Background: an optimization exercise with open tools, aiming at small area, a short achievable clock period and few clock cycles per item. Do not read the settings as production practice.
At most, simulation tests tie the RTL to the original design; equivalence was not proved.
Power figures rest on the tool's default switching activity, not on a simulated workload.

==> run A <==
## matrix2x2_mult
module matrix2x2_mult (
    input       clk,
    input       rst,
    input       start,
    input [7:0]  a00, a01,
    input [7:0]  a10, a11,
    input [7:0]  b00, b01,
    input [7:0]  b10, b11,
    output [16:0] c00, c01,
    output [16:0] c10, c11,
    output done
);
reg [7:0] ta00, ta01, ta10, ta11, tb00, tb01, tb10, tb11;
reg [7:0] na00, na01, na10, na11, nb00, nb01, nb10, nb11;
always @(posedge clk) begin
    ta00 <= a00; ta01 <= a01; ta10 <= a10; ta11 <= a11;
    tb00 <= b00; tb01 <= b01; tb10 <= b10; tb11 <= b11;
    na00 <= ~a00; na01 <= ~a01; na10 <= ~a10; na11 <= ~a11;
    nb00 <= ~b00; nb01 <= ~b01; nb10 <= ~b10; nb11 <= ~b11;
end
reg [2:0] v;
always @(posedge clk, posedge rst) begin
    if (rst)
        v <= 3'd0;
    else
        v <= {v[1:0], start};
end
assign done = v[2];
wire [38:0] t_00;
mm_t1i m1_00 (.x0(ta00), .y0(tb00), .x1(ta01), .y1(tb10), .o(t_00));
wire [38:0] t_01;
mm_t1t m1_01 (.x0(na00), .y0(nb01), .x1(na01), .y1(nb11), .o(t_01));
wire [38:0] t_10;
mm_t1t m1_10 (.x0(na10), .y0(nb00), .x1(na11), .y1(nb10), .o(t_10));
wire [38:0] t_11;
mm_t1i m1_11 (.x0(ta10), .y0(tb01), .x1(ta11), .y1(tb11), .o(t_11));
reg [38:0] q_00, q_01, q_10, q_11;
always @(posedge clk) begin
    q_00 <= t_00;
    q_01 <= t_01;
    q_10 <= t_10;
    q_11 <= t_11;
end
wire [16:0] p_00;
mm_addi m2_00 (.i(q_00), .c(p_00));
wire [16:0] s_00 = {p_00[16], p_00[15], p_00[14], p_00[13], p_00[12], p_00[11], p_00[10], p_00[9], p_00[8], p_00[7], p_00[6], p_00[5], p_00[4], p_00[3], p_00[2], p_00[1], p_00[0]};
wire [16:0] p_01;
mm_addt m2_01 (.i(q_01), .c(p_01));
  ...
export LEC_CHECK = 0
export CAP_MARGIN = 20
export CORE_MARGIN = 2
export CORE_UTILIZATION = 65
export CTS_BUF_LIST = sky130_fd_sc_hd__clkbuf_16
export CTS_CLUSTER_DIAMETER = 150
export CTS_CLUSTER_SIZE = 30
export SETUP_SLACK_MARGIN = 4.3
export SLEW_MARGIN = 20
export SYNTH_HIERARCHICAL = 1
export SYNTH_MINIMUM_KEEP_SIZE = 0
create_clock -name core_clock -period 7.0 [get_ports {clk}]
standard.sh (not shown) runs the stock make flow with config.mk's settings and CLKGATE_MAP_FILE= SYNTH_SCRIPT=/design/flow/synth_recipe.tcl, a recipe that flattens the netlist after the stock synthesis.
==> flow/flow/run.sh <==
#!/bin/bash
# The standard layout, with plain buffers (buf_2) on the ports instead of the
# delay buffer buffer_ports picks by default.
set -euo pipefail
bash standard.sh "BUFFER_PORTS_ARGS=-buffer_cell sky130_fd_sc_hd__buf_2" finish > standard_flow.log 2>&1
==> run C: changes against run A <==
- SETUP_SLACK_MARGIN: 4.3 -> 4.0
==> qor summary <==
|  | run C | run A |
|---|---|---|
| Outcome | no timing/DRC/antenna violations | no timing/DRC/antenna violations |
| Maximum cell stage delay along the critical path | 0.63 ns | 0.58 ns |
| Met2 layer usage reported by global route | 49.8% | 50.5% |
| Area Growth Syn to Fin | 7.90% | 10.2% |
| Power Total | 8970 uW | 9730 uW |
| Non-clock buffer instance count of the final layout | 135 | 144 |
| Non-filler instance count after layout | 2,274 | 2,283 |
| Fraction of layout instances using a drive strength above 1 | 10.4% | 19.1% |
| Net switching power | 3750 uW | 4090 uW |
| Transition time at the pin with the least slew margin | 0.806 ns | 0.587 ns |
| Share of total power in sequential cells | 33.9% | 31.3% |
| Number of global-route vias before repair | 13,615 | 13,620 |
| Routed wire length per instance | 18.9 um | 19.1 um |
| Worst-case clock skew | 0.0129 ns | 0.0148 ns |
| GR Util met3 | 6.46% | 5.78% |
Function was not checked in any run of this note: the RTL went through the layout flow alone.

==> run a: inputs <==
matrix2x2_mult, a different RTL version from the one above (not shown whole).
export LEC_CHECK = 0
export CAP_MARGIN = 20
export CORE_MARGIN = 2
export CORE_UTILIZATION = 65
export CTS_BUF_LIST = sky130_fd_sc_hd__clkbuf_16
export CTS_CLUSTER_DIAMETER = 150
export CTS_CLUSTER_SIZE = 30
export SETUP_SLACK_MARGIN = 4.25
export SLEW_MARGIN = 20
export SYNTH_HIERARCHICAL = 1
export SYNTH_MINIMUM_KEEP_SIZE = 0
create_clock -name core_clock -period 7.0 [get_ports {clk}]
==> flow/flow/run.sh <==
#!/bin/bash
# The standard layout, with plain buffers (buf_1) on the ports instead of the
# delay buffer buffer_ports picks by default.
set -euo pipefail
bash standard.sh "BUFFER_PORTS_ARGS=-buffer_cell sky130_fd_sc_hd__buf_1" finish > standard_flow.log 2>&1
==> run b (differences from run a) <==
--- a/flow/config.mk
+++ b/flow/config.mk
@@ -12,5 +12,5 @@
 export CTS_CLUSTER_DIAMETER = 150
 export CTS_CLUSTER_SIZE = 30
-export SETUP_SLACK_MARGIN = 4.25
+export SETUP_SLACK_MARGIN = 4.2
 export SLEW_MARGIN = 20
 export SYNTH_HIERARCHICAL = 1
==> summary of the runs <==
Between run a and run b, the lower first-iteration DRC count is in run b (gap 1.7%, measured against run b).
In die area, run a and run b do not differ.
Global-route usage: run a is higher than run b (0.13 points).
Between run b and run a, the lower cell count is in run b (gap about 1.7%, measured against run a).
In register-to-register slack, run a and run b hardly differ.
Synthesized cell count is the same in run b and run a.
In critical path depth, run b and run a do not differ.
Hold slack is about the same in run a and run b.
Testbench counts of run a, summed over its fixed seeds: cycles 16,016, items 16,000.
Testbench counts of run b, summed over its fixed seeds: cycles 16,016, items 16,000.

==> maple: inputs <==
matrix2x2_mult, a different RTL version from the one above (not shown whole).
clock: 7.0 ns
lec_check: 0
cap_margin: 20
core_margin: 2
core_utilization: 40
slew_margin: 20
synth_hierarchical: 1
synth_minimum_keep_size: 0
run.sh (not shown) runs the stock make flow with config.mk's settings and CLKGATE_MAP_FILE= SYNTH_SCRIPT=/design/flow/synth_recipe.tcl, a recipe that flattens the netlist after the stock synthesis.
Stock flow here: none of the scripts above is used.
==> raven (differences from maple) <==
--- a/flow/config.mk
+++ b/flow/config.mk
@@ -8,6 +8,7 @@
 export CAP_MARGIN = 20
 export CORE_MARGIN = 2
 export CORE_UTILIZATION = 40
+export SETUP_SLACK_MARGIN = 3.3
 export SLEW_MARGIN = 20
 export SYNTH_HIERARCHICAL = 1
 export SYNTH_MINIMUM_KEEP_SIZE = 0
==> comparison <==
raven completed with no timing, DRC or antenna violations. maple finished clean. Against raven, the register-to-register slack of maple is worse by 0.51 ns. Between raven and maple, the lower via count is in maple (gap about 9%, measured against maple). In clock-buffer cell count, raven and maple do not differ. Sequential cell count is the same in raven and maple. Of maple and raven, raven has the higher utilization (gap 5.8 points). In die area, maple and raven do not differ. Clock skew: maple is lower than raven (0.0023 ns).
Testbench counts of maple, summed over its fixed seeds: cycles 16,008, items 16,000.
Testbench counts of raven, summed over its fixed seeds: cycles 16,008, items 16,000.

-- port drivers added, routing unchanged --
The results above use ideal ports. As a check the final layouts listed here were re-extracted and re-timed, cells and wires unchanged.
Step 1: set_driving_cell puts a clkbuf_16 on clk and a buf_2 on each other input, an assumption about the parent block.
Step 2 also shifts input and output timing later by t, the mid clock arrival at the registers, as if the neighbouring blocks saw the same clock.
Three values: ideal ports, drivers, drivers and shift; two values: the first two.
run	t (ns)	setup slack, ns	worst hold slack (ns)	clock arrival spread, ns	slew at the worst register clock pin (ns)
run A of note 1	0.559	4.350 / 4.350 / 4.350	0.388 / 0.388 / 0.388	0.016 / 0.016	0.11 / 0.11
run C of note 1	0.557	4.176 / 4.176 / 4.176	0.388 / 0.388 / 0.388	0.016 / 0.016	0.11 / 0.11
run a of note 2	0.552	4.270 / 4.270 / 4.270	0.364 / 0.364 / 0.364	0.022 / 0.022	0.12 / 0.12
run b of note 2	0.550	4.258 / 4.258 / 4.258	0.364 / 0.364 / 0.364	0.022 / 0.022	0.12 / 0.12
maple	0.504	2.526 / 2.474 / 2.796	0.358 / 0.358 / 0.358	0.012 / 0.013	0.08 / 0.08
raven	0.506	3.311 / 3.311 / 3.311	0.358 / 0.358 / 0.358	0.015 / 0.015	0.08 / 0.08
After both steps setup and hold are still met in every run listed.
